This design comes from an exercise in tuning for small area on the open sky130 flow, not from production work. At most, simulation tests tie the RTL to the original design; equivalence was not proved. No activity file was given, so power comes from the tool's default toggle rates.

==> inputs of job 7552 <==
==> flow/design.v <==
module nbyn #(parameter x_coord = 0, y_coord = 0, INV_IN = 0, INV_OUT = 0,
              data_width = 32, total_width = data_width + 2)
(
input  wire clk,
input  wire rstn,
input  wire i_valid_l,
input  wire i_valid_b,
input  wire i_valid_pe,
output wire o_ready_pe,
output reg  o_valid_r,
output reg  o_valid_t,
output reg  o_valid_pe,
input  wire [total_width-1:0] i_data_l,
input  wire [total_width-1:0] i_data_b,
input  wire [total_width-1:0] i_data_pe,
output reg  [total_width-1:0] o_data_r,
output reg  [total_width-1:0] o_data_t,
output wire [total_width-1:0] o_data_pe
);
wire [total_width-1:0] dl = INV_IN ? ~i_data_l : i_data_l;
wire [total_width-1:0] db = INV_IN ? ~i_data_b : i_data_b;
wire [total_width-1:0] dp = i_data_pe;
wire lx = dl[0] == x_coord[0];
wire ly = dl[1] == y_coord[0];
wire bx = db[0] == x_coord[0];
wire by = db[1] == y_coord[0];
wire px = dp[0] == x_coord[0];
wire py = dp[1] == y_coord[0];
wire LR = i_valid_l & ~lx;
wire LT = i_valid_l & lx & ~ly;
wire LP = i_valid_l & lx & ly;
wire BT = i_valid_b & ~by;
wire BR = i_valid_b & by & ~bx;
wire BP = i_valid_b & by & bx;
assign o_ready_pe = ~(LR | LT) | ~(BT | BR);
wire pv = i_valid_pe & o_ready_pe;
wire PR = pv & ~px;
wire PT = pv & px & ~py;
wire PP = pv & px & py;
reg [2:0] sr, st, sp;
always @(*) begin
    sr = 3'b000;
    if (BR)
        sr = 3'b001;
    else if (LT) begin
        if (BT)            sr = 3'b001;
        else if (PT | PR)  sr = 3'b100;
        else if (BP & PP)  sr = 3'b001;
    end
    else if (PT) begin
        if (BT)            sr = 3'b001;
        else if (LR)       sr = 3'b010;
        else if (BP & LP)  sr = 3'b010;
    end
    else if (LP & BP)      sr = 3'b010;
    else if (LP & PP)      sr = 3'b010;
    else if (LR)           sr = 3'b010;
    else if (PR)           sr = 3'b100;
end
always @(*) begin
    st = 3'b000;
    if (BR) begin
        if (LR | LT)       st = 3'b010;
        else if (PR | PT)  st = 3'b100;
        else if (LP & PP)  st = 3'b010;
    end
    else if (LT)           st = 3'b010;
    else if (PT)           st = 3'b100;
    else if (LR) begin
        if (BT)            st = 3'b001;
        else if (PR)       st = 3'b100;
        else if (BP & PP)  st = 3'b001;
    end
    else if (LP & BP) begin
        if (PR | PT)       st = 3'b100;
        else if (PP)       st = 3'b001;
    end
    else if (BP & PP)      st = 3'b001;
    else if (BT)           st = 3'b001;
end
always @(*) begin
    sp = 3'b000;
    if (PP)      sp = 3'b100;
    else if (BP) sp = 3'b001;
    else if (LP) sp = 3'b010;
end
wire [total_width-1:0] nr = ({total_width{sr[0]}} & db) | ({total_width{sr[1]}} & dl) | ({total_width{sr[2]}} & dp);
wire [total_width-1:0] nt = ({total_width{st[0]}} & db) | ({total_width{st[1]}} & dl) | ({total_width{st[2]}} & dp);
wire [data_width-1:0]  np = ({data_width{sp[0]}} & db[total_width-1:2]) | ({data_width{sp[1]}} & dl[total_width-1:2]) | ({data_width{sp[2]}} & dp[total_width-1:2]);
reg [data_width-1:0] pe_payload;
assign o_data_pe = {pe_payload, y_coord[0], x_coord[0]};
always @(posedge clk) begin
    o_valid_r  <= |sr;
    o_valid_t  <= rstn & (|st);
    o_valid_pe <= rstn & (|sp);
    o_data_r   <= INV_OUT ? ~nr : nr;
    o_data_t   <= INV_OUT ? ~nt : nt;
    pe_payload <= np;
end
endmodule
module openNocTop #(parameter X=2,Y=2,data_width=32, x_size=1, y_size=1,total_width=(x_size+y_size+data_width),sw_no=X*Y)
(
input wire clk,
input wire rstn,
input wire [(X*Y)-1:0] r_valid_pe,
input wire [(total_width*X*Y)-1:0] r_data_pe,
output wire [(X*Y)-1:0] r_ready_pe,
output wire [(X*Y)-1:0] w_valid_pe,
output wire [(total_width*X*Y)-1:0] w_data_pe
);
wire                   w_valid_r[3:0];
wire                   w_valid_t[3:0];
wire [total_width-1:0] w_data_r[3:0];
wire [total_width-1:0] w_data_t[3:0];
genvar p;
generate
for (p = 0; p < 4; p = p + 1) begin : node
    localparam xc = p % 2;
    localparam yc = p / 2;
    localparam pl = (1 - xc) + 2 * yc;    
    localparam pb = xc + 2 * (1 - yc);    
    localparam inv = (xc + yc) % 2;
    nbyn #(.x_coord(xc), .y_coord(yc), .INV_IN(1 - inv), .INV_OUT(inv),
           .data_width(data_width), .total_width(total_width))
    nbyn_instance (
        .clk(clk),
        .rstn(rstn),
        .i_valid_l(w_valid_r[pl]),
        .i_valid_b(w_valid_t[pb]),
        .i_valid_pe(r_valid_pe[p]),
        .o_ready_pe(r_ready_pe[p]),
        .o_valid_r(w_valid_r[p]),
        .o_valid_t(w_valid_t[p]),
        .o_valid_pe(w_valid_pe[p]),
        .i_data_l(w_data_r[pl]),
        .i_data_b(w_data_t[pb]),
        .i_data_pe(r_data_pe[total_width*p +: total_width]),
        .o_data_r(w_data_r[p]),
        .o_data_t(w_data_t[p]),
        .o_data_pe(w_data_pe[total_width*p +: total_width])
    );
end
endgenerate
endmodule
==> flow/run.sh <==
#!/bin/bash
# synth_recipe.tcl (not shown) runs the flow's synth.tcl, then flattens the netlist and writes it again
# the make line also repeats each setting of config.mk as NAME=value (left out here)
make -C /OpenROAD-flow-scripts/flow DESIGN_CONFIG=/design/flow/config.mk WORK_HOME=/design/flow/orfs CLKGATE_MAP_FILE= SYNTH_SCRIPT=/design/flow/synth_recipe.tcl finish
==> flow/config.mk <==
export PLATFORM = sky130hd
export DESIGN_NAME = openNocTop
export DESIGN_NICKNAME = openNocTop
export VERILOG_FILES = /design/flow/design.v
export SDC_FILE = /design/flow/constraint.sdc
export NUM_CORES = 4
export LEC_CHECK = 0
export CAP_MARGIN = 20
export CORE_MARGIN = 2
export CORE_UTILIZATION = 40
export SLEW_MARGIN = 20
==> flow/constraint.sdc <==
create_clock -name core_clock -period 5.0 [get_ports {clk}]
set_input_delay 1.0000 -clock core_clock [delete_from_list [all_inputs] [get_ports {clk}]]
set_output_delay 1.0000 -clock core_clock [all_outputs]
set_load 0.01 [all_outputs]
==> inputs of job 4350, as changes to job 7552 <==
--- a/flow/design.v
+++ b/flow/design.v
@@ -20,6 +20,7 @@
 wire [total_width-1:0] dl = INV_IN ? ~i_data_l : i_data_l;
 wire [total_width-1:0] db = INV_IN ? ~i_data_b : i_data_b;
 wire [total_width-1:0] dp = i_data_pe;
+wire [total_width-1:0] rp = INV_IN ? ~i_data_pe : i_data_pe;
 wire lx = dl[0] == x_coord[0];
 wire ly = dl[1] == y_coord[0];
 wire bx = db[0] == x_coord[0];
@@ -84,19 +85,31 @@
     else if (BP) sp = 3'b001;
     else if (LP) sp = 3'b010;
 end
-wire [total_width-1:0] nr = ({total_width{sr[0]}} & db) | ({total_width{sr[1]}} & dl) | ({total_width{sr[2]}} & dp);
-wire [total_width-1:0] nt = ({total_width{st[0]}} & db) | ({total_width{st[1]}} & dl) | ({total_width{st[2]}} & dp);
-wire [data_width-1:0]  np = ({data_width{sp[0]}} & db[total_width-1:2]) | ({data_width{sp[1]}} & dl[total_width-1:2]) | ({data_width{sp[2]}} & dp[total_width-1:2]);
+wire [total_width-1:0] nr, nt;
+wire [data_width-1:0]  np;
+sel3n #(total_width) mux_r (.s(sr), .a(i_data_b), .b(i_data_l), .c(rp), .y(nr));
+sel3n #(total_width) mux_t (.s(st), .a(i_data_b), .b(i_data_l), .c(rp), .y(nt));
+sel3n #(data_width)  mux_p (.s(sp), .a(i_data_b[total_width-1:2]), .b(i_data_l[total_width-1:2]), .c(rp[total_width-1:2]), .y(np));
 reg [data_width-1:0] pe_payload;
-assign o_data_pe = {pe_payload, y_coord[0], x_coord[0]};
+assign o_data_pe = {INV_IN ? pe_payload : ~pe_payload, y_coord[0], x_coord[0]};
 always @(posedge clk) begin
     o_valid_r  <= |sr;
     o_valid_t  <= rstn & (|st);
     o_valid_pe <= rstn & (|sp);
-    o_data_r   <= INV_OUT ? ~nr : nr;
-    o_data_t   <= INV_OUT ? ~nt : nt;
+    o_data_r   <= nr;
+    o_data_t   <= nt;
     pe_payload <= np;
 end
+endmodule
+module sel3n #(parameter W = 1)
+(
+input  wire [2:0]   s,
+input  wire [W-1:0] a,
+input  wire [W-1:0] b,
+input  wire [W-1:0] c,
+output wire [W-1:0] y
+);
+assign y = ~(({W{s[0]}} & a) | ({W{s[1]}} & b) | ({W{s[2]}} & c));
 endmodule
 module openNocTop #(parameter X=2,Y=2,data_width=32, x_size=1, y_size=1,total_width=(x_size+y_size+data_width),sw_no=X*Y)
 (
==> flow/flow/run.sh (new file) <==
#!/bin/bash
# Standard ORFS layout with two changes: the ports are buffered by the
# smallest buffer cell, and the clock tree is built from small clock buffers
# in small clusters, without dummy loads; after global routing, gates off the
# critical paths are downsized (RECOVER_POWER). Each tool's full output stays in
# orfs/logs; the make output goes to flow_make.log.
set -euo pipefail
bash standard.sh \
  "BUFFER_PORTS_ARGS=-buffer_cell sky130_fd_sc_hd__buf_1" \
  REMOVE_ABC_BUFFERS=1 RECOVER_POWER=100 \
  "CTS_ARGS=-sink_clustering_enable -repair_clock_nets -dont_use_dummy_load -buf_list sky130_fd_sc_hd__clkbuf_4 -sink_clustering_size 10 -sink_clustering_max_diameter 50" \
  finish > flow_make.log 2>&1
==> flow/standard.sh (new file) <==
#!/bin/bash
# synth_recipe.tcl (not shown) runs the flow's synth.tcl, then flattens the netlist and writes it again
# the make line also repeats each setting of config.mk as NAME=value (left out here)
make -C /OpenROAD-flow-scripts/flow DESIGN_CONFIG=/design/flow/config.mk WORK_HOME=/design/flow/orfs CLKGATE_MAP_FILE= SYNTH_SCRIPT=/design/flow/synth_recipe.tcl "${@:-finish}"
SYNTH_HIERARCHICAL = 1   (was default)
SYNTH_MINIMUM_KEEP_SIZE = 0   (was default)
removed: flow/run.sh
==> inputs of job 7425, as changes to job 7552 <==
--- a/flow/design.v
+++ b/flow/design.v
@@ -20,6 +20,7 @@
 wire [total_width-1:0] dl = INV_IN ? ~i_data_l : i_data_l;
 wire [total_width-1:0] db = INV_IN ? ~i_data_b : i_data_b;
 wire [total_width-1:0] dp = i_data_pe;
+wire [total_width-1:0] rp = INV_IN ? ~i_data_pe : i_data_pe;
 wire lx = dl[0] == x_coord[0];
 wire ly = dl[1] == y_coord[0];
 wire bx = db[0] == x_coord[0];
@@ -84,19 +85,31 @@
     else if (BP) sp = 3'b001;
     else if (LP) sp = 3'b010;
 end
-wire [total_width-1:0] nr = ({total_width{sr[0]}} & db) | ({total_width{sr[1]}} & dl) | ({total_width{sr[2]}} & dp);
-wire [total_width-1:0] nt = ({total_width{st[0]}} & db) | ({total_width{st[1]}} & dl) | ({total_width{st[2]}} & dp);
-wire [data_width-1:0]  np = ({data_width{sp[0]}} & db[total_width-1:2]) | ({data_width{sp[1]}} & dl[total_width-1:2]) | ({data_width{sp[2]}} & dp[total_width-1:2]);
+wire [total_width-1:0] nr, nt;
+wire [data_width-1:0]  np;
+sel3n #(total_width) mux_r (.s(sr), .a(i_data_b), .b(i_data_l), .c(rp), .y(nr));
+sel3n #(total_width) mux_t (.s(st), .a(i_data_b), .b(i_data_l), .c(rp), .y(nt));
+sel3n #(data_width)  mux_p (.s(sp), .a(i_data_b[total_width-1:2]), .b(i_data_l[total_width-1:2]), .c(rp[total_width-1:2]), .y(np));
 reg [data_width-1:0] pe_payload;
-assign o_data_pe = {pe_payload, y_coord[0], x_coord[0]};
+assign o_data_pe = {INV_IN ? pe_payload : ~pe_payload, y_coord[0], x_coord[0]};
 always @(posedge clk) begin
     o_valid_r  <= |sr;
     o_valid_t  <= rstn & (|st);
     o_valid_pe <= rstn & (|sp);
-    o_data_r   <= INV_OUT ? ~nr : nr;
-    o_data_t   <= INV_OUT ? ~nt : nt;
+    o_data_r   <= nr;
+    o_data_t   <= nt;
     pe_payload <= np;
 end
+endmodule
+module sel3n #(parameter W = 1)
+(
+input  wire [2:0]   s,
+input  wire [W-1:0] a,
+input  wire [W-1:0] b,
+input  wire [W-1:0] c,
+output wire [W-1:0] y
+);
+assign y = ~(({W{s[0]}} & a) | ({W{s[1]}} & b) | ({W{s[2]}} & c));
 endmodule
 module openNocTop #(parameter X=2,Y=2,data_width=32, x_size=1, y_size=1,total_width=(x_size+y_size+data_width),sw_no=X*Y)
 (
==> flow/flow/run.sh (new file) <==
#!/bin/bash
# Standard ORFS layout, with the ports buffered by the smallest buffer cell
# instead of ORFS's default choice. Each tool's full output stays in
# orfs/logs; the make output goes to flow_make.log.
set -euo pipefail
bash standard.sh \
  "BUFFER_PORTS_ARGS=-buffer_cell sky130_fd_sc_hd__buf_1" \
  REMOVE_ABC_BUFFERS=1 \
  finish > flow_make.log 2>&1
==> flow/standard.sh (new file) <==
#!/bin/bash
# synth_recipe.tcl (not shown) runs the flow's synth.tcl, then flattens the netlist and writes it again
# the make line also repeats each setting of config.mk as NAME=value (left out here)
make -C /OpenROAD-flow-scripts/flow DESIGN_CONFIG=/design/flow/config.mk WORK_HOME=/design/flow/orfs CLKGATE_MAP_FILE= SYNTH_SCRIPT=/design/flow/synth_recipe.tcl "${@:-finish}"
CORE_UTILIZATION = 60   (was 40)
CTS_BUF_LIST = sky130_fd_sc_hd__clkbuf_4 sky130_fd_sc_hd__clkbuf_8   (was default)
SYNTH_HIERARCHICAL = 1   (was default)
SYNTH_MINIMUM_KEEP_SIZE = 0   (was default)
removed: flow/run.sh
==> comparison <==
Job 7425 ran to the end with no violations. Job 7552 ran to the end with no violations. Job 4350 completed and failed the layout checks on max-capacitance violations, max-slew violations. Against job 7425, the final cell count of job 7552 is higher by about 25%. Design area: job 7552 is larger than job 7425 (21%). In job 7425 the sequential power is higher than in job 7552, by about 30%. Against job 4350, the critical path depth of job 7425 is lower by 3. Between job 7425 and job 7552, the lower hold slack is in job 7552 (gap 0.011 ns). In job 4350 the sequential share of layout area is higher than in job 7425, by 2.0 points. Fmax: job 7425 > job 7552 > job 4350. Register-to-register slack: job 4350 is lower than job 7425 (1.3 ns). Between job 4350 and job 7425, the lower worst setup slack is in job 4350 (gap 1.2 ns).
==> figures <==
quantity	job 7425	job 7552	job 4350
Start point of the critical path	node[3].nbyn_instance.o_data_t[1]	node[2].nbyn_instance.o_valid_r	node[0].nbyn_instance.o_data_r[0]
Layout net count	1638	1919	1621
Starting utilization of the core area	0.609	0.407	0.405
Power share of the clock group	0.226	0.333	0.136
Synthesized netlist cell count	1267	1576	1267
Non-clock inverters	151	81	151
Area fraction of the dominant cell type after synthesis	0.541	0.508	0.541
Peak Freq	336 MHz	298 MHz	240 MHz
Sequential cell fraction of total power	0.461	0.429	0.514
Register share of the cell area	0.483	0.399	0.503
Combinational Power Share	0.313	0.239	0.349
Run status	timing/DRC/antenna clean	timing/DRC/antenna clean	failed layout checks
Layout check failures	-	-	max-capacitance violations, max-slew violations
Detailed-routing wirelength on met1	19.5 mm	25.8 mm	22.4 mm
Area post-placement	15800 µm²	19100 µm²	16000 µm²
Met1 global-route usage	0.498	0.386	0.371
Internal Dissipation	7.72 mW	6.82 mW	6.62 mW
Ratio of layout area to synthesized area	1.121x	1.274x	1.076x
Total length of routed met2 wires	23.6 mm	30.1 mm	26.8 mm
Total via count after detailed routing	13888	15234	13579
Smallest setup slack after layout	2.02 ns	1.64 ns	0.826 ns
For job 7552, only the layout was checked, not whether the RTL still works.

-- port drivers added, routing unchanged --
In the flow no input, the clock included, has a driving cell. The finished layouts below were timed again as built, in two steps. Step 1: set_driving_cell puts a clkbuf_16 on clk and a buf_2 on each other input, an assumption about the parent block. Step 2 also shifts input and output timing later by t, the mid clock arrival at the registers, as if the neighbouring blocks saw the same clock. Three values: ideal ports, drivers, drivers and shift; two values: the first two.
run	shift t [ns]	slack for setup (ns)	worst hold slack (ns)	clock arrival spread, ns	worst register clock-pin slew, ns
job 7552	0.646	1.643 / 1.586 / 1.152	0.465 / 0.465 / 0.465	0.029 / 0.028	0.07 / 0.07
job 4350	0.742	0.826 / 0.826 / 0.120	0.462 / 0.463 / 0.463	0.061 / 0.061	0.12 / 0.12
job 7425	0.645	2.022 / 1.975 / 1.487	0.476 / 0.476 / 0.476	0.032 / 0.032	0.07 / 0.07
For job 4350, which loses most, drivers alone change the setup slack by 0.000 ns; drivers and shift together by -0.706 ns.
